What follows belongs to an exercise in optimizing a design on an open flow for small area; a production flow would make more cautious choices.
The RTL was checked by simulation tests, not by an equivalence proof against the original design.
Power figures rest on the tool's default switching activity, not on a simulated workload.

==> exp/cedar: inputs <==
// usart_top
module usart_top(i_fosk, i_rst_n, i_clk, i_rxd, i_addr, i_word, i_we, i_DDR_XCL,
                 o_word, o_clk, o_txd);
input         i_fosk;
input         i_rst_n;
input         i_clk;
input         i_rxd;
input  [7:0]  i_addr;
input  [7:0]  i_word;
input         i_we;
input         i_DDR_XCL;
output [7:0]  o_word;
output        o_clk;
output        o_txd;
wire        udre, dor, rx8, fe, pe, rxc, txc_p;
wire [7:0]  udr_rc;
wire [11:0] ubrr;
wire        ucpol, u2x, umsel, ld_ubrrh, ld_ubrrl, txen, usbs, rxen, mpcm, tx8;
wire [2:0]  ucsz;
wire [1:0]  upm;
wire        we_udr_tr, rd_udr;
wire [7:0]  udr_tr;
wire        txclk, rxclk;
registers u_regs(.i_fosk(i_fosk), .i_rst_n(i_rst_n), .i_addr(i_addr), .i_word(i_word),
    .i_we(i_we), .i_udre(udre), .i_dor(dor), .i_udr_rc(udr_rc), .i_rx8(rx8), .i_fe(fe),
    .i_pe(pe), .i_rxc(rxc), .i_txc_p(txc_p), .o_word(o_word), .o_ubrr(ubrr),
    .o_ucpol(ucpol), .o_u2x(u2x), .o_umsel(umsel), .o_ld_ubrrh(ld_ubrrh),
    .o_ld_ubrrl(ld_ubrrl), .o_txen(txen), .o_ucsz(ucsz), .o_usbs(usbs), .o_upm(upm),
    .o_we_udr_tr(we_udr_tr), .o_udr_tr(udr_tr), .o_tx8(tx8), .o_rxen(rxen),
    .o_rd_udr(rd_udr), .o_mpcm(mpcm));
clock_generator u_clk(.i_fosk(i_fosk), .i_rst_n(i_rst_n), .i_clk(i_clk), .i_UBRR(ubrr),
    .i_UCPOL(ucpol), .i_U2X(u2x), .i_DDR_XCK(i_DDR_XCL), .i_UMSEL(umsel),
    .i_ld_ubrrh(ld_ubrrh), .i_ld_ubrrl(ld_ubrrl), .i_data(i_word),
    .o_txclk(txclk), .o_rxclk(rxclk), .o_clk(o_clk));
transmitter u_tx(.i_fosk(i_fosk), .i_rst_n(i_rst_n), .i_TXEN(txen), .i_txclk(txclk),
    .i_ucsz(ucsz), .i_usbs(usbs), .i_upm(upm), .i_we_udr_tr(we_udr_tr), .i_udr(udr_tr),
    .i_tx8(tx8), .o_TxD(o_txd), .o_udre(udre), .o_txc_p(txc_p));
receiver u_rx(.i_fosk(i_fosk), .i_rst_n(i_rst_n), .i_RXEN(rxen), .i_RxD(i_rxd),
    .i_rxclk(rxclk), .i_ucsz(ucsz), .i_upm(upm), .i_umsel(umsel), .i_u2x(u2x),
    .i_rd(rd_udr), .i_mpcm(mpcm), .o_dor(dor), .o_udr(udr_rc), .o_RX8(rx8),
  ...
clock: 8.0 ns
lec_check: 0
cap_margin: 20
core_margin: 2
core_utilization: 60
place_density: 0.7
slew_margin: 20
standard.sh (not shown) runs the stock make flow with config.mk's settings and CLKGATE_MAP_FILE= SYNTH_SCRIPT=/design/flow/synth_recipe.tcl, a recipe that flattens the netlist after the stock synthesis.
==> flow/flow/run.sh <==
#!/bin/bash
# Own layout flow: the standard flow (unchanged synthesis) with three
# layout-only changes, set in an extra config file that includes the standard flow's:
#  - remove the buffers ABC inserted, at floorplan (ORFS REMOVE_ABC_BUFFERS)
#  - buffer every port with the smallest buffer, sky130_fd_sc_hd__buf_1
#  - clock tree from clkbuf_8 clusters without dummy loads
set -euo pipefail
W=$(pwd)
{
  echo "include $W/config.mk"
  cat "$W/flow/extra.mk"
} > "$W/own_config.mk"
sed "s#DESIGN_CONFIG=[^ ]*#DESIGN_CONFIG=$W/own_config.mk#" "$W/standard.sh" > "$W/own_standard.sh"
bash "$W/own_standard.sh" > "$W/flow.log" 2>&1
==> flow/flow/extra.mk <==
export REMOVE_ABC_BUFFERS = 1
export BUFFER_PORTS_ARGS = -buffer_cell sky130_fd_sc_hd__buf_1
export CTS_ARGS = -sink_clustering_enable -repair_clock_nets -dont_use_dummy_load -buf_list sky130_fd_sc_hd__clkbuf_8 -root_buf sky130_fd_sc_hd__clkbuf_8 -sink_clustering_size 30 -sink_clustering_max_diameter 80
==> exp/quartz: changes against exp/cedar <==
==> flow/run.sh (new file) <==
#!/bin/bash
# synth_recipe.tcl (not shown) runs the flow's synth.tcl, then flattens the netlist and writes it again
# the make line also repeats each setting of config.mk as NAME=value (left out here)
make -C /OpenROAD-flow-scripts/flow DESIGN_CONFIG=/design/flow/config.mk WORK_HOME=/design/flow/orfs CLKGATE_MAP_FILE= SYNTH_SCRIPT=/design/flow/synth_recipe.tcl finish
- CORE_UTILIZATION: 60 -> 40
- PLACE_DENSITY: 0.7 -> 0.6
removed: flow/flow/run.sh
removed: flow/flow/extra.mk
removed: flow/standard.sh
==> exp/raven: changes against exp/cedar <==
==> flow/run.sh (new file) <==
#!/bin/bash
# synth_recipe.tcl (not shown) runs the flow's synth.tcl, then flattens the netlist and writes it again
# the make line also repeats each setting of config.mk as NAME=value (left out here)
make -C /OpenROAD-flow-scripts/flow DESIGN_CONFIG=/design/flow/config.mk WORK_HOME=/design/flow/orfs CLKGATE_MAP_FILE= SYNTH_SCRIPT=/design/flow/synth_recipe.tcl finish
- CTS_BUF_LIST: unset -> sky130_fd_sc_hd__clkbuf_4 sky130_fd_sc_hd__clkbuf_8
- CTS_CLUSTER_DIAMETER: unset -> 100
- CTS_CLUSTER_SIZE: unset -> 40
removed: flow/flow/run.sh
removed: flow/flow/extra.mk
removed: flow/standard.sh
==> comparison table <==
| metric | exp/quartz | exp/cedar | exp/raven |
|---|---|---|---|
| Standard cell area after detailed placement | 8050 um^2 | 7790 um^2 | 7970 um^2 |
| Core footprint | 18600 um^2 | 12500 um^2 | 12500 um^2 |
| Worst-path fanout max | 10 | 10 | 29 |
| Leakage power of the design | 3.62 nW | 3.37 nW | 3.51 nW |
| Area fraction of clock buffers and clock inverters | 0.0693 | 0.0291 | 0.0452 |
| Die Wd | 142 um | 116 um | 116 um |
| Result of the run | no timing/DRC/antenna violations | no timing/DRC/antenna violations | no timing/DRC/antenna violations |
| Fillcell total | 1726 | 1052 | 991 |
| Initial core utilization | 0.407 | 0.608 | 0.608 |
| Internal | 0.00157 W | 0.00126 W | 0.00135 W |
| Met3 routing resource usage after global routing | 0.0388 | 0.0509 | 0.0488 |
| Switching share of power | 0.311 | 0.325 | 0.328 |
| Routed length on met2 | 8.59 mm | 8.35 mm | 8.75 mm |
| M1 wire length | 8.73 mm | 7.48 mm | 7.75 mm |
| Layout Area Growth over Synthesis | 14.3% | 6.06% | 10.3% |
| Routability congestion estimate | 0.845 | 0.851 | 0.838 |
| PwrDens | 263 nW/um^2 | 233 nW/um^2 | 241 nW/um^2 |
| Wire length per cell after detailed routing | 18.7 um | 18.6 um | 19.1 um |
| Vias | 5598 | 5628 | 5625 |
| Worst slack on hold paths | 0.343 ns | 0.349 ns | 0.359 ns |

## what the ideal ports hide
How much do the figures lean on ideal ports? The routed layouts below were timed once more, with nothing changed but the port constraints.
Step 1: set_driving_cell puts a clkbuf_16 on i_fosk and a buf_2 on each other input, an assumption about the parent block.
Step 2 moves the port delays by t, midway between the first and last clock arrival at a register: inputs arrive t later, outputs are due t later. That takes back most of the time a late clock gives input paths.
Slacks: ideal / step 1 / step 2; pairs: ideal / step 1.
run	t, ns	setup slack, ns	hold slack, ns	worst data-port slew with drivers (ns)	cell pins on the clock port's net
exp/cedar	0.476	2.804 / 2.781 / 2.781	0.349 / 0.349 / 0.349	0.04	1
exp/quartz	0.466	2.107 / 2.072 / 2.072	0.343 / 0.343 / 0.343	0.04	1
exp/raven	0.478	1.682 / 1.660 / 1.660	0.359 / 0.359 / 0.359	0.04	1
After both steps setup and hold are still met in every run listed. The setup slack of exp/quartz, which loses most, moves by -0.035 ns with the drivers and by -0.035 ns with both steps.
